This design comes from an exercise in tuning for small area on the open sky130 flow, not from production work.
The RTL was checked by simulation tests, not by an equivalence proof against the original design.
No activity file was given, so power comes from the tool's default toggle rates.

<file path="flow/flow/run.sh">
#!/bin/bash
# Own layout flow: the standard ORFS flow (standard.sh) with two changes:
#  - synthesis maps the logic with an area-oriented ABC script (flow/abc_area.script)
#    in place of ORFS's speed script, and leaves adders to ABC instead of mapping
#    them to half/full adder cells first (ADDER_MAP_FILE empty); registers, their
#    names and everything else in synthesis are unchanged;
#  - port buffers use the smallest buffer, sky130_fd_sc_hd__buf_1;
#  - clock tree synthesis uses clkbuf_8 buffers and inserts no dummy loads.
# Each tool's full output goes to a log of its own in this folder and in orfs/logs/.
set -euo pipefail
W=$PWD
rm -rf "$W/scripts_area"
cp -r "$FLOW_HOME/scripts" "$W/scripts_area"
cp "$W/flow/abc_area.script" "$W/scripts_area/abc_speed.script"
ADDER_MAP_FILE= SCRIPTS_DIR="$W/scripts_area" bash standard.sh synth > "$W/synth.log" 2>&1
CTS_ARGS="-sink_clustering_enable -repair_clock_nets -dont_use_dummy_load -buf_list sky130_fd_sc_hd__clkbuf_8" \
BUFFER_PORTS_ARGS="-buffer_cell sky130_fd_sc_hd__buf_1" bash standard.sh finish > "$W/layout.log" 2>&1
rm -rf "$W/scripts_area"
</file>
<file path="flow/constraint.sdc">
create_clock -name core_clock -period 150.0 [get_ports {clk}]
set_input_delay 30.0000 -clock core_clock [delete_from_list [all_inputs] [get_ports {clk}]]
set_output_delay 30.0000 -clock core_clock [all_outputs]
set_load 0.01 [all_outputs]
</file>
<file path="flow/flow/abc_area.script">
strash
&get -n
&deepsyn -I 1 -J 500
&dch -f
&nf -a -R 1000
&put
</file>
<file path="flow/design.v">
module Decodificador9(input logic [3:0] d, output logic [6:0] salida);
    always_comb begin
        case (d)
            4'd1, 4'd11: salida = 7'b1111001;
            4'd2, 4'd12: salida = 7'b0100100;
            4'd3, 4'd13: salida = 7'b0110000;
            4'd4, 4'd14: salida = 7'b0011001;
            4'd5, 4'd15: salida = 7'b0010010;
            4'd6:        salida = 7'b0000010;
            4'd7:        salida = 7'b1111000;
            4'd8:        salida = 7'b0000000;
            4'd9:        salida = 7'b0011000;
            default:     salida = 7'b1000000;
        endcase
    end
endmodule
module LED_Animation (
    input  logic clk,
    input  logic reset,
    input  logic tick,
    input  logic count_reached,
    output logic [2:0] s
);
    logic [1:0] r;
    always_ff @(posedge clk or posedge reset) begin
        if (reset) begin
            r <= 2'd0;
            s <= 3'd0;
        end else if (tick) begin
            if (r == 2'd0) begin
                if (count_reached) r <= 2'd3;
            end else if (s[2] & s[0]) begin
                s <= 3'd0;
                r <= r - 2'd1;
            end else begin
                s <= s + 3'd1;
            end
        end
    end
endmodule
module Debounce(
    input logic clk,
    input logic reset,
    input logic button_in,
    output logic button_out
);
    logic [4:0] lfsr;
    logic button_reg;      
    always_ff @(posedge clk or posedge reset) begin
        if (reset) begin
            lfsr <= 5'b00010;
            button_reg <= 0;
            button_out <= 0;
        end else begin
            if (button_in != button_reg) begin
                lfsr <= 5'b00010;  
            end else begin
                lfsr <= {lfsr[3:0], ~(lfsr[4] ^ lfsr[2])};
                if (lfsr == 5'b00000) button_out <= button_in;
            end
            button_reg <= button_in;  
        end
    end
endmodule
module TimeBase (
    input  logic clk,
    input  logic reset,
    output logic pulse,
    output logic tick
);
    logic [10:0] sec;
    logic [8:0]  led;
    logic sec_p, led_z;
    assign sec_p = (sec == 11'b01100000000);
    assign led_z = (led[7:0] == 8'd0);
    always_ff @(posedge clk or posedge reset) begin
        if (reset) begin
            sec <= 11'b11100000000;
            led <= 9'b010100000;
        end else begin
            sec <= {sec[9:0], ~(sec[10] ^ sec[8]) | sec_p};
            led <= {led[7:0], led[8] ^ led[4] ^ led_z};
        end
    end
    assign pulse = sec_p;
    assign tick  = led_z & ~led[8];
endmodule
module CounterSelector(
    input  logic clk,
    input  logic reset,
    input  logic next_button,
    input  logic select_button,    
    input  logic selec_A_M,
    input  logic buttonM,
    output logic [6:0] display_7seg,
    output logic [6:0] seg_centenas,
    output logic [6:0] seg_decenas,
    output logic [6:0] seg_unidades,
    output logic [4:0] led
);
    function automatic [7:0] step_add(input logic [7:0] b, input logic [1:0] k);
        logic [3:0] q, u;
        q = b[7:4];
        u = b[3:0];
        case (k)
            2'b01: if (u[3] & u[0]) begin q = q + 4'd1; u = 4'd0; end
                   else u = u + 4'd1;
            2'b10: if (u[3] | (u[2] & u[1])) begin q = q + 4'd1; u = u - 4'd6; end
                   else u = u + 4'd4;
            default: q = q + 4'd1;
        endcase
        step_add = {q, u};
    endfunction
    logic pulse, tick;
    TimeBase timebase (.clk(clk), .reset(reset), .pulse(pulse), .tick(tick));
    logic next_button_clean, selec_A_M_clean, buttonM_clean;
    Debounce db_next (
        .clk(clk), .reset(reset), .button_in(next_button), .button_out(next_button_clean));
    Debounce db_mode (
        .clk(clk), .reset(reset), .button_in(selec_A_M), .button_out(selec_A_M_clean));
    Debounce db_btnM (
        .clk(clk), .reset(reset), .button_in(buttonM), .button_out(buttonM_clean));
    logic press, next_press, prev_select_button, prev_next_button, buttonM_prev;
    logic bedge;
    always_ff @(posedge clk or posedge reset) begin
        if (reset) begin
            press <= 1'b0;
            prev_select_button <= 1'b0;
        end else begin
            prev_select_button <= select_button;
            press <= select_button & ~prev_select_button;
        end
    end
    always_ff @(posedge clk) begin
        prev_next_button <= next_button_clean;
        next_press <= next_button_clean & ~prev_next_button;
        buttonM_prev <= buttonM_clean;
    end
    assign bedge = buttonM_clean & ~buttonM_prev;
    logic pE, pU;             
    logic [1:0] didx;         
    logic sm;                 
    logic [1:0] si;           
    logic aclr, mclr;
    assign didx = {pE | pU, ~pE};
    always_ff @(posedge clk or posedge reset) begin
        if (reset) begin
            pE <= 1'b0;
            pU <= 1'b0;
            si <= 2'd0;
        end else begin
            if (si == 2'd0) begin
                if (next_press) begin
                    pE <= ~pE & ~pU;
                    pU <= pE;
                end
                if (press) si <= didx;
            end else if (sm ? mclr : aclr) begin
                si <= 2'd0;
            end
        end
    end
    always_ff @(posedge clk)
        if (si == 2'd0 && press) sm <= selec_A_M_clean;
    assign display_7seg = {~pE, 3'b000, ~pU, ~pU, ~pE};
    logic [1:0] aw, aaw;      
    logic [7:0] av;
    logic a_lim;
    logic [1:0] mw;
    logic [7:0] mv;
    logic m_lim, m_z;
    logic [7:0] sum;          
    assign a_lim = &av[7:4];
    assign m_lim = &mv[7:4];
    assign m_z   = mv[3] & mv[1];
    assign mclr  = m_z;
    assign sum = step_add(sm ? ((mw == si && !m_z) ? mv : 8'd0)
                             : ((aw == si) ? av : 8'd0), si);
    always_ff @(posedge clk) begin
        if (pulse && !sm && si != 2'd0 && !(aw == si && a_lim))
            aw <= si;
        if (bedge && sm && si != 2'd0 && !(mw == si && m_lim))
            mw <= si;
    end
    always_ff @(posedge clk) begin
        aclr <= a_lim;
        if (a_lim) aaw <= aw;
    end
    always_ff @(posedge clk or posedge reset) begin
        if (reset) begin
            av <= 8'd0;
        end else begin
            if (pulse) begin
                if (!sm && si != 2'd0 && !(aw == si && a_lim))
                    av <= sum;
                else
                    av <= 8'd0;
            end
        end
    end
    always_ff @(posedge clk or posedge reset) begin
        if (reset) begin
            mv <= 8'd0;
        end else if (bedge) begin
            if (sm && si != 2'd0) begin
                if (mw == si && m_lim) mv <= 8'h0A;
                else mv <= sum;
            end else begin
                mv <= 8'd0;
            end
        end
    end
    logic [2:0] aas, s1, s4, s10;
    LED_Animation anim_a   (.clk(clk), .reset(reset), .tick(tick), .count_reached(aclr), .s(aas));
    LED_Animation anim_1M  (.clk(clk), .reset(reset), .tick(tick), .count_reached(m_z && mw == 2'd1), .s(s1));
    LED_Animation anim_4M  (.clk(clk), .reset(reset), .tick(tick), .count_reached(m_z && mw == 2'd2), .s(s4));
    LED_Animation anim_10M (.clk(clk), .reset(reset), .tick(tick), .count_reached(m_z && mw == 2'd3), .s(s10));
    logic [7:0] dv;
    logic [3:0] dq;
    logic [2:0] ds;
    always_comb begin
        if (selec_A_M_clean) begin
            dv = (mw == didx && !m_z) ? mv : 8'd0;
            case (didx)
                2'b01:   ds = s1;
                2'b10:   ds = s4;
                default: ds = s10;
            endcase
        end else begin
            dv = (aw == didx) ? av : 8'd0;
            ds = (aaw == didx) ? aas : 3'd0;
        end
    end
    assign dq = dv[7:4];
    assign seg_centenas = (dq >= 4'd10) ? 7'b1111001 : 7'b1000000;
    Decodificador9 dec_decenas  (.d(dq), .salida(seg_decenas));
    assign seg_unidades[0] = (~dv[3] & ~dv[2] & ~dv[1] & dv[0]) | (dv[2] & ~dv[1] & ~dv[0]);
    assign seg_unidades[1] = dv[2] & (dv[1] ^ dv[0]);
    assign seg_unidades[2] = ~dv[2] & dv[1] & ~dv[0];
    assign seg_unidades[3] = (~dv[2] & ~dv[1] & dv[0]) | (dv[2] & ~dv[1] & ~dv[0]) | (dv[2] & dv[1] & dv[0]);
    assign seg_unidades[4] = dv[0] | (dv[2] & ~dv[1]);
    assign seg_unidades[5] = (~dv[2] & dv[1]) | (~dv[3] & ~dv[2] & dv[0]) | (dv[1] & dv[0]);
    assign seg_unidades[6] = (~dv[3] & ~dv[2] & ~dv[1]) | (dv[2] & dv[1] & dv[0]);
    assign led = {ds[2] & ds[0], ds[2], ds[2] | (ds[1] & ds[0]), ds[2] | ds[1], |ds};
endmodule
</file>
<file path="flow/config.mk">
export PLATFORM = sky130hd
export DESIGN_NAME = CounterSelector
export DESIGN_NICKNAME = CounterSelector
export VERILOG_FILES = /design/flow/design.v
export SDC_FILE = /design/flow/constraint.sdc
export NUM_CORES = 4
export LEC_CHECK = 0
export CAP_MARGIN = 20
export CORE_MARGIN = 2
export CORE_UTILIZATION = 40
export CTS_BUF_LIST = sky130_fd_sc_hd__clkbuf_8
export SLEW_MARGIN = 20
</file>
<file path="flow/standard.sh">
#!/bin/bash
# synth_recipe.tcl (not shown) runs the flow's synth.tcl, then flattens the netlist and writes it again
# the make line also repeats each setting of config.mk as NAME=value (left out here)
make -C /OpenROAD-flow-scripts/flow DESIGN_CONFIG=/design/flow/config.mk WORK_HOME=/design/flow/orfs CLKGATE_MAP_FILE= SYNTH_SCRIPT=/design/flow/synth_recipe.tcl "${@:-finish}"
</file>
==> results of run 1 <==
worst paths after layout:
| kind | start | to | cells after the start |
|---|---|---|---|
| worst max-delay path | pE | seg_decenas[6] | 13 |
| worst min-delay path | timebase.sec[2] | timebase.sec[3] | 0 |
| worst max register to register | si[1] | mv[3] | 11 |
| worst min register to register | timebase.sec[2] | timebase.sec[3] | 0 |
| max in group asynchronous | reset | press | 3 |
| min in group asynchronous | reset | db_next.lfsr[4] | 3 |
placed cells by master (no fill, tap or decap), drive strengths merged, types with 2 or more instances in the layout:
master,n
o211ai,2
nand2,54
a21boi,3
clkbuf,9
nor4,5
dfxtp,4
and2,10
dfrtp,75
o31ai,3
or3,2
nor4b,2
xor2,5
nor2,33
dfstp,8
nand2b,12
buf,33
edfxtp,7
nand3,15
and3,3
o22ai,3
a21o,2
a22oi,7
nor2b,4
o21ai,26
a221oi,3
xnor2,13
nor3,5
or2,5
clkinv,14
a21oi,22
conb,6
nor3b,2
a22o,15
mux2,3
kinds of logic after synthesis:
| logic type | count (synthesis) | share of synthesized area, % |
|---|---|---|
| buffers and inverters | 25 | 3.328 |
| AND/OR/NAND/NOR | 155 | 18.18 |
| flip-flops | 94 | 58.55 |
| multiplexers | 3 | 0.8320 |
| AO/OA/AOI/OAI | 94 | 15.04 |
| XOR/XNOR | 18 | 3.883 |
| other | 2 | 0.1850 |
report_power, final:
group / internal [uW] / total [uW] / switching, uW / leakage, uW
clock: 5.39 / 12.9 / 7.52 / 0.0000647
sequential: 28.1 / 30.7 / 2.55 / 0.00117
combinational: 3.15 / 9.48 / 6.33 / 0.000627
total: 36.7 / 53.1 / 16.4 / 0.00186
per-stage QoR:
stage	utilization, %	std cells	setup WS (ns)	power, uW
floorplan	-	395	117.56	37.88
global placement	43.67	550	117.32	40.35
detailed placement	43.67	550	117.21	40.70
CTS	44.93	559	116.81	53.69
global route	44.97	559	116.48	56.27
finish	44.97	559	116.84	53.07
layout make-up:
type,instances,area [um2]
clock buffer,9,123.9
fill,982,5404
inverter,14,53.80
multi-input combinational,276,1563
sequential,94,2377
tap,133,166.4
timing repair buffer,33,131.4
cell usage after synthesis, drive strengths merged (3+ instances only):
cell type   n
a21boi      3
a21oi      22
a221oi      3
a22o       15
a22oi       7
and2       10
and3        3
buf        11
clkinv     14
dfrtp      75
dfstp       8
dfxtp       4
edfxtp      7
mux2        3
nand2      54
nand2b     12
nand3      15
nor2       33
nor2b       4
nor3        5
nor4        5
o21ai      26
o22ai       3
o31ai       3
or2         5
xnor2      13
xor2        5
per-layer routing:
layer	vias up	track usage, %
met3	12	2.620
met4	0	7.238
met2	58	21.75
met5	-	0
li1	1427	-
met1	1359	21.37
==> qor.yml, run 1 <==
logic_synthesis:
  syn_area_um2: 4060
  ys_seq_area_share_pct: 58.55
  synth_top_area_cell: "dfrtp_1"
  synthArstFlopShare_pct: 88.30
  postSynthCellCount: 391
  ys_types: 44
  synth_top_area_share_pct: 46.22
  avgSynthCellArea_um2: 10.38
  ys_warn_count: 5
  synth_ff_type: "dfrtp_1"
  synth_edf_count: 7
  ys_ff_latch: 94
  synthTopCellsByArea: "dfrtp_1 (46%), dfstp_2 (5.2%), edfxtp_1 (5.2%)"
route:
  route.vias.total: 2856
  wirelength_met1_um: 3962
  first_iter_violations: 146
  wirelength_um: 7757
  met2_length_um: 3450
  wl_met3_um: 226
  drtPass1Iterations: 4
  drc: 0
  vias_per_cell: 5.109
  antenna_left: 0
  highest_layer: "met4"
  wire_per_inst_um: 13.88
worst_setup_path:
  cp_top_family: "compound AO/OA/AOI/OAI gates"
  arrival_ns: 3.17
  worst_ep_required_time_ns: 120.00
  cpMostUsedCell: "nor2_1"
  cp_slowest_cell: "a21oi_1"
  path_buf_inv: 1
  max_stage_delay_ns: 0.53
  reg2reg_slack_ns: 146.82
  worstPathCellList: "nor2_1 -> o211ai_1 -> a21oi_1 -> a31oi_1 -> a21oi_1 -> a22oi_1 -> nand2b_1 -> xnor2_1 -> nand2_1 -> nand2_1 -> nor2_1 -> nor2_1 -> buf_1"
  path_max_fanout: 8
  startpoint_type: "flop"
  endpoint_kind: "primary output"
  critPathKind: "flop to primary output"
final_layout:
  reg_top3: "timebase.sec: 11 flops, timebase.led: 9 flops"
  area_growth_pct: 8.752
  design_area_um2: 4415
  drive_above_1_share_pct: 4.460
  antenna_cells: 0
  top_register: "timebase.sec"
  largest_register_ffs: 11
  nets: 434
floorplanning:
  design.die.area_um2: 10970
  fp.coreArea_um2: 9819
  die_y_um: 104.8
  row_count: 36
  die_w_um: 104.8
  io_pins: 39
  initial_core_util_pct: 41.35
sta:
  tightestPinTransition_ns: 0.9277
  period_needed_ns: 33.17
  setup_viol: 0
  finalHoldViolCount: 0
  max_slew_margin_pct: 37.68
  fin_worst_skew_ns: 0.01502
  setup_tns_ns: 0
  slew_viol_final: 0
  rsz0062_at_grt: "no"
  clock.fmax_mhz: 30.15
  hold_slack_ns: 0.3739
  period_share_pct: 22.11
power_and_ir_drop:
  power_per_cell_area_nw_per_um2: 12.02
  ir_drop_v: 0.000005998
  leakage_uw: 0.001857
min_path:
  hold_class: "flop to flop"
clock_tree:
  cts_resized: 0
  cts_tree: "done"
  clk_latency_ns: 0.35
  numCtsBuffers: 9
  clk_path_buf_depth: 2
  cts_sinks: 94
  cts_max_level: 3
  cts_setup_buffers: 0
  cts_hold_buf: 0
  clk_root_buffer_cell: "clkbuf_8"
  clk_pin_slew_ns: 0.08
run:
  maxCapViolations: 0
placement:
  gp_congestion: 0.8428
  dpl_cell_area_um2: 4288
  io_buffers: 32
  hpwl_um: 5428
global_routing:
  grt_max_degree: 84
  track_usage_pct: 14.89
  overflow: 0
  antenna_found_initial: 0
  grt_pass1_wl_um: 13120
  grt_pass1_vias: 2691
status:
  status: "timing/DRC/antenna clean"
==> inputs of run 2 (changes only) <==
==> flow/flow/run.sh (replaced) <==
#!/bin/bash
# Own layout flow: the standard ORFS flow (standard.sh) with these changes:
#  - synthesis maps the logic with an area-oriented ABC script (flow/abc_area.script:
#    deepsyn, then area-oriented mapping) in place of ORFS's speed script, and leaves
#    adders to ABC instead of mapping them to half/full adder cells first
#    (ADDER_MAP_FILE empty); registers, their names and everything else in
#    synthesis are unchanged. deepsyn is run with several random seeds, each in a
#    trial synthesis of its own, and the seed whose netlist has the smallest cell
#    area is used for the synthesis the layout is made from;
#  - port buffers use the smallest buffer, sky130_fd_sc_hd__buf_1;
#  - clock tree synthesis uses clkbuf_8 buffers and inserts no dummy loads.
# Each tool's full output goes to a log of its own in this folder and in orfs/logs/.
set -euo pipefail
W=$PWD
SEEDS="0 1 2 3 4 5 6 7 8 9 10 11"

make_scripts() {   # folder seed: ORFS's scripts with the area ABC script for that seed
    rm -rf "$1"
    cp -r "$FLOW_HOME/scripts" "$1"
    sed "s/@SEED@/$2/" "$W/flow/abc_area.script" > "$1/abc_speed.script"
}

trial() {          # seed: a trial synthesis in trial_<seed>/
    local t="$W/trial_$1"
    rm -rf "$t"; mkdir -p "$t"
    make_scripts "$t/scripts" "$1"
    ADDER_MAP_FILE= SCRIPTS_DIR="$t/scripts" bash standard.sh synth WORK_HOME="$t/orfs" \
        > "$t/synth.log" 2>&1 || true
}

n=0
for s in $SEEDS; do
    trial "$s" &
    n=$((n + 1))
    if (( n % ${NUM_CORES:-4} == 0 )); then wait; fi
done
wait

best=0; best_area=
for s in $SEEDS; do
    stat="$W/trial_$s/orfs/reports/$FLOW_PLATFORM/CounterSelector/base/synth_stat.txt"
    [[ -f "$stat" ]] || continue
    a=$(awk '/Chip area for module/ {print $NF}' "$stat" | tail -1)
    [[ -n "$a" ]] || continue
    echo "seed $s: synthesis cell area $a" >> "$W/seeds.log"
    if [[ -z "$best_area" ]] || awk -v a="$a" -v b="$best_area" 'BEGIN {exit !(a < b)}'; then
        best=$s; best_area=$a
    fi
done
echo "chosen seed: $best" >> "$W/seeds.log"
for s in $SEEDS; do rm -rf "$W/trial_$s/orfs/results" "$W/trial_$s/orfs/objects" "$W/trial_$s/scripts"; done

make_scripts "$W/scripts_area" "$best"
ADDER_MAP_FILE= SCRIPTS_DIR="$W/scripts_area" bash standard.sh synth > "$W/synth.log" 2>&1
rm -rf "$W/scripts_area"
CTS_ARGS="-sink_clustering_enable -repair_clock_nets -dont_use_dummy_load -buf_list sky130_fd_sc_hd__clkbuf_8" \
BUFFER_PORTS_ARGS="-buffer_cell sky130_fd_sc_hd__buf_1" bash standard.sh finish > "$W/layout.log" 2>&1
==> flow/flow/abc_area.script (replaced) <==
strash
&get -n
&deepsyn -I 1 -J 100 -S @SEED@
&dch -f
&nf -a -R 1000
&put
==> run 2 against run 1 <==
  * Largest power group unchanged
  * Non-clock buffer count up 1
  * Final cell count decreased by 1.6%
  * Via count about the same
  * Setup slack got worse by 0.14 ns
  * Still clean
==> qor.yml, run 2 <==
min_path:
  hold_class: "flop to flop"
  hp-start: "timebase.sec[9]"
  min_to: "timebase.sec[10]"
  holdPathStages: 0  # unchanged
final_layout:
  drive_above_1_share_pct: 4.796  # +0.34 points
  layout_common_cells: "dfrtp_1 (75), nand2_1 (46), o21ai_0 (34)"
  area_growth_pct: 8.964
  largest_register_ffs: 11  # unchanged
  final_cells: 550  # -1.6%
  top_register: "timebase.sec"
  nets: 425  # -2.1%
  reg_top3: "timebase.sec: 11 flops, timebase.led: 9 flops"
  final_common_cell: "dfrtp_1"
  design_area_um2: 4410  # -0.11%
  antenna_cells: 0  # unchanged
worst_setup_path:
  r2r-start: "si[0]"
  cpMostUsedCell: "nor2_1"
  worst_ep_required_time_ns: 120.00  # about the same
  endpoint_kind: "primary output"
  max_stage_delay_ns: 0.65  # +0.12 ns
  reg2reg_slack_ns: 146.91  # +0.09 ns
  path_max_fanout: 9  # +1
  worstRegToRegCells: 8  # -3
  critPathKind: "flop to primary output"
  arrival_ns: 3.30  # +0.13 ns
  startpoint_type: "flop"
  cp_slowest_cell: "a21oi_1"
  worstPathCellList: "clkinv_1 -> nor2_1 -> o22ai_1 -> a21oi_1 -> a22o_1 -> and2_0 -> or2_0 -> nor2_1 -> nor2_1 -> a21oi_1 -> nor2_1 -> nor3_1 -> buf_1"
  r2r-end: "av[6]"
sta:
  slew_viol_final: 0  # unchanged
  hold_slack_ns: 0.3710  # -0.002872 ns
  max_slew_margin_pct: 39.45  # +1.8 points
  period_share_pct: 22.20  # +0.091 points
  finalHoldViolCount: 0  # unchanged
  setup_tns_ns: 0  # unchanged
  tightestPinTransition_ns: 0.9014  # -0.02634 ns
  fin_worst_skew_ns: 0.01649  # +0.001467 ns
  clock.fmax_mhz: 30.03  # -0.41%
  rsz0062_at_grt: "no"
  period_needed_ns: 33.30  # +0.1370 ns
  setup_viol: 0  # unchanged
route:
  route.vias.total: 2857  # +0.035%
  drtPass1Iterations: 4  # unchanged
  first_iter_violations: 136  # -6.8%
  antenna_left: 0  # unchanged
  vias_per_cell: 5.195  # +1.7%
  drc: 0  # unchanged
  wire_per_inst_um: 14.02  # +1.0%
  wirelength_um: 7710  # -0.61%
placement:
  gp_congestion: 0.8690  # +3.1%
  io_buffers: 32  # unchanged
  hpwl_um: 5373  # -1.0%
  dpl_cell_area_um2: 4283  # -0.12%
  place_inst: 541  # -1.6%
global_routing:
  track_usage_pct: 15.27  # +0.38 points
  grt_pass1_vias: 2745  # +2.0%
  grt_max_degree: 84  # unchanged
  overflow: 0  # unchanged
  grt_pass1_wl_um: 13410  # +2.2%
  antenna_found_initial: 0  # unchanged
power_and_ir_drop:
  internal_power_uw: 37.33  # +1.8%
  p_comb_share_pct: 19.8  # +1.9 points
  power_per_cell_area_nw_per_um2: 12.34  # +2.7%
  p_sw_share_pct: 31.41  # +0.50 points
  leakage_uw: 0.001831  # -1.4%
  ir_drop_v: 0.000006682  # +11%
  p_sw_uw: 17.09  # +4.2%
  pwr-share-clk_pct: 23.5  # -0.8 points
  pwr-share-seq_pct: 56.7  # -1.1 points
status:
  status: "timing/DRC/antenna clean"
clock_tree:
  cts_resized: 0  # unchanged
  cts_setup_buffers: 0  # unchanged
  clk_pin_slew_ns: 0.08  # about the same
  cts_max_level: 3  # unchanged
  cts_tree: "done"
  cts_hold_buf: 0  # unchanged
  clk_path_buf_depth: 2  # unchanged
  numCtsBuffers: 9  # unchanged
  clk_latency_ns: 0.34  # about the same
  cts_sinks: 94  # unchanged
  clk_root_buffer_cell: "clkbuf_8"
run:
  maxCapViolations: 0  # unchanged
logic_synthesis:
  synth_top_area_cell: "dfrtp_1"
  postSynthCellCount: 381  # -2.6%
  ys_types: 45  # +2.3%
  avgSynthCellArea_um2: 10.62  # +2.3%
  ys_ff_latch: 94  # unchanged
  yosys-top-cells-count: "dfrtp_1 (75), nand2_1 (46), o21ai_0 (34), nor2_1 (25), a21oi_1 (24)"
  ys_seq_area_share_pct: 58.73  # +0.18 points
  synth.most_common_cell: "dfrtp_1"
  synth_edf_count: 7  # unchanged
  synthTopCellsByArea: "dfrtp_1 (46%), dfstp_2 (5.2%), edfxtp_1 (5.2%)"
  syn_area_um2: 4048  # -0.31%
  ys_warn_count: 5  # unchanged
  synth_ff_type: "dfrtp_1"
  synth_top_area_share_pct: 46.37  # +0.14 points
  synthArstFlopShare_pct: 88.30  # unchanged
floorplanning:
  die_y_um: 104.6  # -0.15%
  design.die.area_um2: 10940  # -0.30%
  initial_core_util_pct: 41.22  # -0.13 points
  row_count: 36  # unchanged
  die_w_um: 104.6  # -0.15%
  io_pins: 39  # unchanged
  fp.coreArea_um2: 9819  # unchanged
-- run 2: worst max path at each step --
stage,from,end,slack (ns),cells past startpoint
after CTS,pE,seg_decenas[6],116.67,13
after detailed placement,pE,seg_decenas[6],117.07,13
after global routing,pE,seg_decenas[6],116.28,13
after global placement,pE,seg_decenas[6],117.21,13
final,pE,seg_decenas[6],116.70,13
after floorplan,pE,seg_decenas[6],117.11,13
-- run 2: power groups by stage --
stage | Combinational (uW) | Sequential, uW | Clock [uW]
after CTS | 10.9 | 30.9 | 13.5
after floorplan | 8.37 | 30.5 | 0
after global routing | 12.5 | 31.4 | 14.5
final | 10.8 | 30.9 | 12.8
after detailed placement | 10.8 | 31.4 | 0
after global placement | 10.8 | 31.2 | 0
-- run 2: final cells by class --
| cell class | count | area, um2 |
|---|---|---|
| Clock buffer | 9 | 123.9 |
| Inverter | 12 | 46.29 |
| Sequential cell | 94 | 2377 |
| Multi-Input combinational cell | 268 | 1558 |
| Fill cell | 962 | 5409 |
| Tap cell | 133 | 166.4 |
| Timing Repair Buffer | 34 | 138.9 |
-- run 2: critical path: cells and delay by family, from the launching register on --
kind / cells / cell delay (ns)
AOI/OAI and AO/OA: 4 / 1.12
buffers and inverters: 2 / 0.35
DFF: 1 / 0.44
and+or+nand+nor: 7 / 1.05
-- run 2: cell families (layout without fill, tap and decap cells) --
group | Yosys count | after routing | share of synthesized area [%]
other | 2 | 6 | 0.1855
xor gates and xnor gates | 17 | 17 | 3.678
DFF | 94 | 94 | 58.73
muxes | 5 | 5 | 1.329
AOI/OAI and AO/OA | 101 | 101 | 15.80
buffers and inverters | 23 | 55 | 3.153
and+or+nand+nor | 139 | 139 | 17.13
-- run 2: metrics by stage --
step           total power [uW]  setup slack (ns)  utilization [%]
3_3_place_gp              42.00            117.21            43.62
3_5_place_dp              42.20            117.07            43.62
6_report                  54.42            116.70            44.92
2_1_floorplan             38.87            117.11                -
4_1_cts                   55.31            116.67            44.88
5_1_grt                   58.31            116.28            44.92
-- run 2: per-layer routing --
layer / global-route usage [%] / part of all wire (%) / vias to the layer above
met1: 22.48 / 50 / 1367
met2: 21.43 / 44 / 75
met5: 0 / 0 / -
met3: 4.741 / 5.6 / 2
li1: - / - / 1413
met4: 4.952 / 0.39 / 0

-- re-timing with driven ports --
The flow's constraints put no driver on any port. The routed layouts listed below were extracted and timed again, unchanged, in two steps. Step 1 assumes that a clkbuf_16 drives the clock port and a buf_2 every other input. Step 2 adds t to the input delays and takes it off the output delays; t is the mean of the earliest and latest rising clock arrival at the registers after step 1. Input paths then give back, and output paths get back, about the clock's delay inside the block. a / b / c = ideal / step 1 / step 2; a / b = the first two.
run	t (ns)	setup slack, ns	worst hold slack (ns)
run 1	0.373	116.835 / 116.804 / 117.178	0.374 / 0.374 / 0.374
run 2	0.364	116.698 / 116.668 / 117.032	0.371 / 0.371 / 0.371
After both steps every run listed still meets setup and hold.
